This is an optimization exercise on Yosys and OpenROAD, whose aim is small area, not a production implementation.
In this exercise RTL edits were held to simulation tests only and were not proved equivalent to the original.
No activity file was given, so power comes from the tool's default toggle rates.

Setup of the baseline:
// synth
module synth
(
    input FPGA_CLK,
    input RESET,
    input UART_RXD,
    output UART_TXD,
    output SVNSEG_DIG1,
    output SVNSEG_DIG2,
    output SVNSEG_DIG3,
    output SVNSEG_DIG4,
    output SVNSEG_SEG0,
    output SVNSEG_SEG1,
    output SVNSEG_SEG2,
    output SVNSEG_SEG3,
    output SVNSEG_SEG4,
    output SVNSEG_SEG5,
    output SVNSEG_SEG6,
    output SVNSEG_SEG7,
    output BEEP
);
    wire rx = !UART_RXD;
    wire valid;
    wire [7:0] data_byte;
    uart_rx uart_rx_inst
    (
        .clk(FPGA_CLK),
        .rst(RESET),
        .uart_rxd(rx),
        .data(data_byte),
        .data_valid(valid)
    );
    uart_tx uart_tx_inst
    (
        .clk(FPGA_CLK),
        .rst(RESET),
        .data(data_byte),
        .data_valid(valid),
        .uart_txd_n(UART_TXD)
    );
    svnseg_controller controller_inst
    (
        .clk(FPGA_CLK),
        .rst(RESET),
        .num(data_byte),
        .dig1(SVNSEG_DIG1),
        .dig2(SVNSEG_DIG2),
        .dig3(SVNSEG_DIG3),
        .dig4(SVNSEG_DIG4),
        .seg0(SVNSEG_SEG0),
        .seg1(SVNSEG_SEG1),
        .seg2(SVNSEG_SEG2),
        .seg3(SVNSEG_SEG3),
        .seg4(SVNSEG_SEG4),
        .seg5(SVNSEG_SEG5),
        .seg6(SVNSEG_SEG6),
        .seg7(SVNSEG_SEG7)
    );
    tonegen tonegen_inst
    (
        .clk(FPGA_CLK),
        .rst(RESET),
        .data(data_byte),
        .data_valid(valid),
        .signal(BEEP)
    );
endmodule
Size in the first run: about 17 I/O pins, about 4100 µm² of cells after synthesis.
==> flow/config.mk <==
export PLATFORM = sky130hd
export DESIGN_NAME = synth
export DESIGN_NICKNAME = synth
export VERILOG_FILES = /design/flow/design.v
export SDC_FILE = /design/flow/constraint.sdc
export NUM_CORES = 4
export LEC_CHECK = 0
export CAP_MARGIN = 20
export CORE_MARGIN = 2
export CORE_UTILIZATION = 40
export CTS_BUF_LIST = sky130_fd_sc_hd__clkbuf_8
export SLEW_MARGIN = 20
==> flow/constraint.sdc <==
create_clock -name core_clock -period 10.0 [get_ports {FPGA_CLK}]
set_input_delay 2.0000 -clock core_clock [delete_from_list [all_inputs] [get_ports {FPGA_CLK}]]
set_output_delay 2.0000 -clock core_clock [all_outputs]
set_load 0.01 [all_outputs]
standard.sh (not shown) runs the stock make flow with config.mk's settings and CLKGATE_MAP_FILE= SYNTH_SCRIPT=/design/flow/synth_recipe.tcl, a recipe that flattens the netlist after the stock synthesis.
==> flow/flow/run.sh <==
#!/bin/bash
# Own layout flow: the standard synthesis, then its combinational logic mapped
# again for area (registers untouched), then the standard layout steps
# with buf_1 port buffers and a clkbuf_8 clock tree without dummy loads.
# Each tool's full output goes to a log file of its own in this folder.
set -euo pipefail
W=$(pwd)
F=$W/flow
R=$W/orfs/results/sky130hd/synth/base
LIB=$FLOW_HOME/platforms/sky130hd/lib/sky130_fd_sc_hd__tt_025C_1v80.lib

bash standard.sh synth > $W/log_1_standard_synth.log 2>&1
cp $R/1_2_yosys.v $W/standard_1_2_yosys.v

python3 $F/mkcells.py $LIB $W/comb_cells.v > $W/log_2_mkcells.log 2>&1
LIB=$LIB IN=$W/standard_1_2_yosys.v OUT=$W/remapped.v CELLS=$W/comb_cells.v ABCSCRIPT=$F/area.abc \
  yosys -c $F/remap.tcl > $W/log_3_remap.log 2>&1
cp $W/remapped.v $R/1_2_yosys.v
rm -f $R/1_synth.odb $R/1_synth.sdc

bash standard.sh finish \
  "BUFFER_PORTS_ARGS=-buffer_cell sky130_fd_sc_hd__buf_1" \
  "CTS_ARGS=-sink_clustering_enable -repair_clock_nets -dont_use_dummy_load -buf_list sky130_fd_sc_hd__clkbuf_8" \
  > $W/log_4_standard_finish.log 2>&1
==> flow/flow/remap.tcl <==
# Re-maps the combinational logic of the standard synthesis netlist for area.
# The registers stay exactly as the standard synthesis made them (same
# instances, names and cells): only combinational cells are turned back into
# logic (comb_cells.v, from the liberty functions) and mapped again by ABC.
# env: LIB, IN, OUT, CELLS, ABCSCRIPT
yosys -import
set lib $::env(LIB)
read_liberty -lib $lib
read_verilog -defer $::env(IN)
hierarchy -top synth
techmap -map $::env(CELLS)
techmap
opt -fast
opt_clean
tee -o $::env(OUT).before.stat stat -liberty $lib
abc -liberty $lib -dont_use *lpflow* -dont_use *probe* -script $::env(ABCSCRIPT)
opt_clean -purge
hilomap -singleton -hicell sky130_fd_sc_hd__conb_1 HI -locell sky130_fd_sc_hd__conb_1 LO
insbuf -buf sky130_fd_sc_hd__buf_4 A X
check -assert -mapped
tee -o $::env(OUT).stat stat -liberty $lib
write_verilog -noattr -nohex -nodec $::env(OUT)
Other scripts of this flow, unchanged in this note and not shown: flow/flow/area.abc, flow/flow/mkcells.py
No stage failed in the baseline, and the final checks on the layout all came back clean.
## Diff of input files: the candidate against the baseline
diff --git a/flow/flow/run.sh b/flow/flow/run.sh
--- a/flow/flow/run.sh
+++ b/flow/flow/run.sh
@@ -15,4 +15,15 @@
 python3 $F/mkcells.py $LIB $W/comb_cells.v > $W/log_2_mkcells.log 2>&1
-LIB=$LIB IN=$W/standard_1_2_yosys.v OUT=$W/remapped.v CELLS=$W/comb_cells.v ABCSCRIPT=$F/area.abc \
-  yosys -c $F/remap.tcl > $W/log_3_remap.log 2>&1
+# four ABC runs with different deepsyn seeds; keep the smallest netlist
+for k in 1 2 3 4; do
+  sed "s/&deepsyn -T 60/\&deepsyn -T 60 -S $k/" $F/area.abc > $W/area_$k.abc
+  LIB=$LIB IN=$W/standard_1_2_yosys.v OUT=$W/remapped_$k.v CELLS=$W/comb_cells.v ABCSCRIPT=$W/area_$k.abc \
+    yosys -c $F/remap.tcl > $W/log_3_remap_$k.log 2>&1 &
+done
+wait
+best=$(for k in 1 2 3 4; do
+  a=$(grep "Chip area" $W/remapped_$k.v.stat | awk '{print $NF}')
+  [ -n "$a" ] && echo "$a $k"
+done | sort -g | head -1 | awk '{print $2}')
+echo "chosen remap $best" > $W/log_3_remap_choice.log
+cp $W/remapped_$best.v $W/remapped.v
 cp $W/remapped.v $R/1_2_yosys.v
- Having completed the whole flow, the candidate delivered a layout that passed the timing, design-rule and antenna checks.
- The candidate against the baseline: number of tap instances has decreased; post-route worst hold slack shrank by 0.0059 ns; post-route cell area lost 26 µm²; wire length on met3 shows an increase of 38%.
- After detailed routing, the baseline needs more wire than the candidate.
- On wire length of the first global-routing pass, the baseline loses to the candidate.
- Diff the baseline -> the candidate: final critical-path share of the clock period dropped 3.1 points; synthesized cell count dropped about 3%; full die area moved down; met3 capacity usage during global routing increased by 2.5 points relative to the old numbers.

---

== the previous run ==
Another version of the RTL of synth (not shown whole).
For scale: roughly 4100 um^2 of cells after synthesis.
export LEC_CHECK = 0
export CAP_MARGIN = 20
export CORE_MARGIN = 2
export CORE_UTILIZATION = 40
export CTS_BUF_LIST = sky130_fd_sc_hd__clkbuf_8
export SLEW_MARGIN = 20
create_clock -name core_clock -period 10.0 [get_ports {FPGA_CLK}]
==> flow/flow/run.sh <==
#!/bin/bash
# Own layout flow: the standard synthesis, then its combinational logic mapped
# again for area (registers untouched), then the standard layout steps
# with buf_1 port buffers and a clkbuf_8 clock tree without dummy loads.
# Each tool's full output goes to a log file of its own in this folder.
set -euo pipefail
W=$(pwd)
F=$W/flow
R=$W/orfs/results/sky130hd/synth/base
LIB=$FLOW_HOME/platforms/sky130hd/lib/sky130_fd_sc_hd__tt_025C_1v80.lib

bash standard.sh synth > $W/log_1_standard_synth.log 2>&1
cp $R/1_2_yosys.v $W/standard_1_2_yosys.v

python3 $F/mkcells.py $LIB $W/comb_cells.v > $W/log_2_mkcells.log 2>&1
# four ABC runs (one per core) with different deepsyn seeds; keep the smallest netlist
for k in 1 2 3 4; do
  sed "s/&deepsyn -T 60/\&deepsyn -T 60 -S $k/" $F/area.abc > $W/area_$k.abc
  LIB=$LIB IN=$W/standard_1_2_yosys.v OUT=$W/remapped_$k.v CELLS=$W/comb_cells.v ABCSCRIPT=$W/area_$k.abc \
    yosys -c $F/remap.tcl > $W/log_3_remap_$k.log 2>&1 &
done
wait
best=$(for k in 1 2 3 4; do
  a=$(grep "Chip area" $W/remapped_$k.v.stat | awk '{print $NF}')
  [ -n "$a" ] && echo "$a $k"
done | sort -g | head -1 | awk '{print $2}')
echo "chosen remap $best" > $W/log_3_remap_choice.log
cp $W/remapped_$best.v $W/remapped.v
cp $W/remapped.v $R/1_2_yosys.v
rm -f $R/1_synth.odb $R/1_synth.sdc

bash standard.sh finish \
  "BUFFER_PORTS_ARGS=-buffer_cell sky130_fd_sc_hd__buf_1" \
  "CTS_ARGS=-sink_clustering_enable -repair_clock_nets -dont_use_dummy_load -buf_list sky130_fd_sc_hd__clkbuf_8" \
  > $W/log_4_standard_finish.log 2>&1
Scripts as last shown in full above: flow/flow/remap.tcl
Other scripts of this flow, unchanged in this note and not shown: flow/flow/area.abc, flow/flow/mkcells.py
The previous run: PASS, flow complete, no timing, DRC or antenna violations
> inputs changed (the previous run -> the current run)
--- a/flow/flow/run.sh
+++ b/flow/flow/run.sh
@@ -16,2 +16,2 @@
-# four ABC runs (one per core) with different deepsyn seeds; keep the smallest netlist
-for k in 1 2 3 4; do
+# eight ABC runs with different deepsyn seeds; keep the smallest netlist
+for k in 1 2 3 4 5 6 7 8; do
@@ -23 +23 @@
-best=$(for k in 1 2 3 4; do
+best=$(for k in 1 2 3 4 5 6 7 8; do
Notes after the runs:
From the previous run to the current run, via count did not move at all. As far as setup violation total in the final timing report goes, the previous run and the current run are indistinguishable; the numbers are identical. | worst hold slack across all endpoints | the current run vs the previous run | ≈ equal |. Per the comparison of the current run with the previous run, met1 demand-to-capacity share in global routing ~0 delta; synthesized cell count closely matched the old numbers; post-layout total power has remained practically unchanged. Relative contribution of combinational cells to total power: the previous run vs the current run, no meaningful difference. Diff the previous run..the current run | cell area | unchanged. The portion of total power attributed to sequential cells was comparable across the current run and the previous run.

==> static timing again, ports no longer ideal <==
In the flow no input, the clock included, has a driving cell. The finished layouts below were timed again as built, in two steps.
Step 1 (the two cells are an assumption about what drives the block):
set clk [get_ports {FPGA_CLK}]
set_driving_cell -lib_cell sky130_fd_sc_hd__clkbuf_16 $clk
set_driving_cell -lib_cell sky130_fd_sc_hd__buf_2 [delete_from_list [all_inputs] $clk]
Step 2 moves the port delays by t, midway between the first and last clock arrival at a register: inputs arrive t later, outputs are due t later. That takes back most of the time a late clock gives input paths.
Slacks: no drivers / after step 1 / after step 2; pairs: no drivers / after step 1.
run | t (ns) | setup WS [ns] | cell pins on the clock port's net
the baseline | 0.380 | 6.059 / 6.025 / 6.229 | 1
the candidate | 0.380 | 6.372 / 6.341 / 6.215 | 1
the previous run | 0.380 | 6.416 / 6.385 / 6.271 | 1
the current run | 0.380 | 6.416 / 6.385 / 6.271 | 1
After both steps setup and hold are still met in every run listed. For the candidate, which loses most, drivers alone change the setup slack by -0.031 ns; drivers and shift together by -0.157 ns.
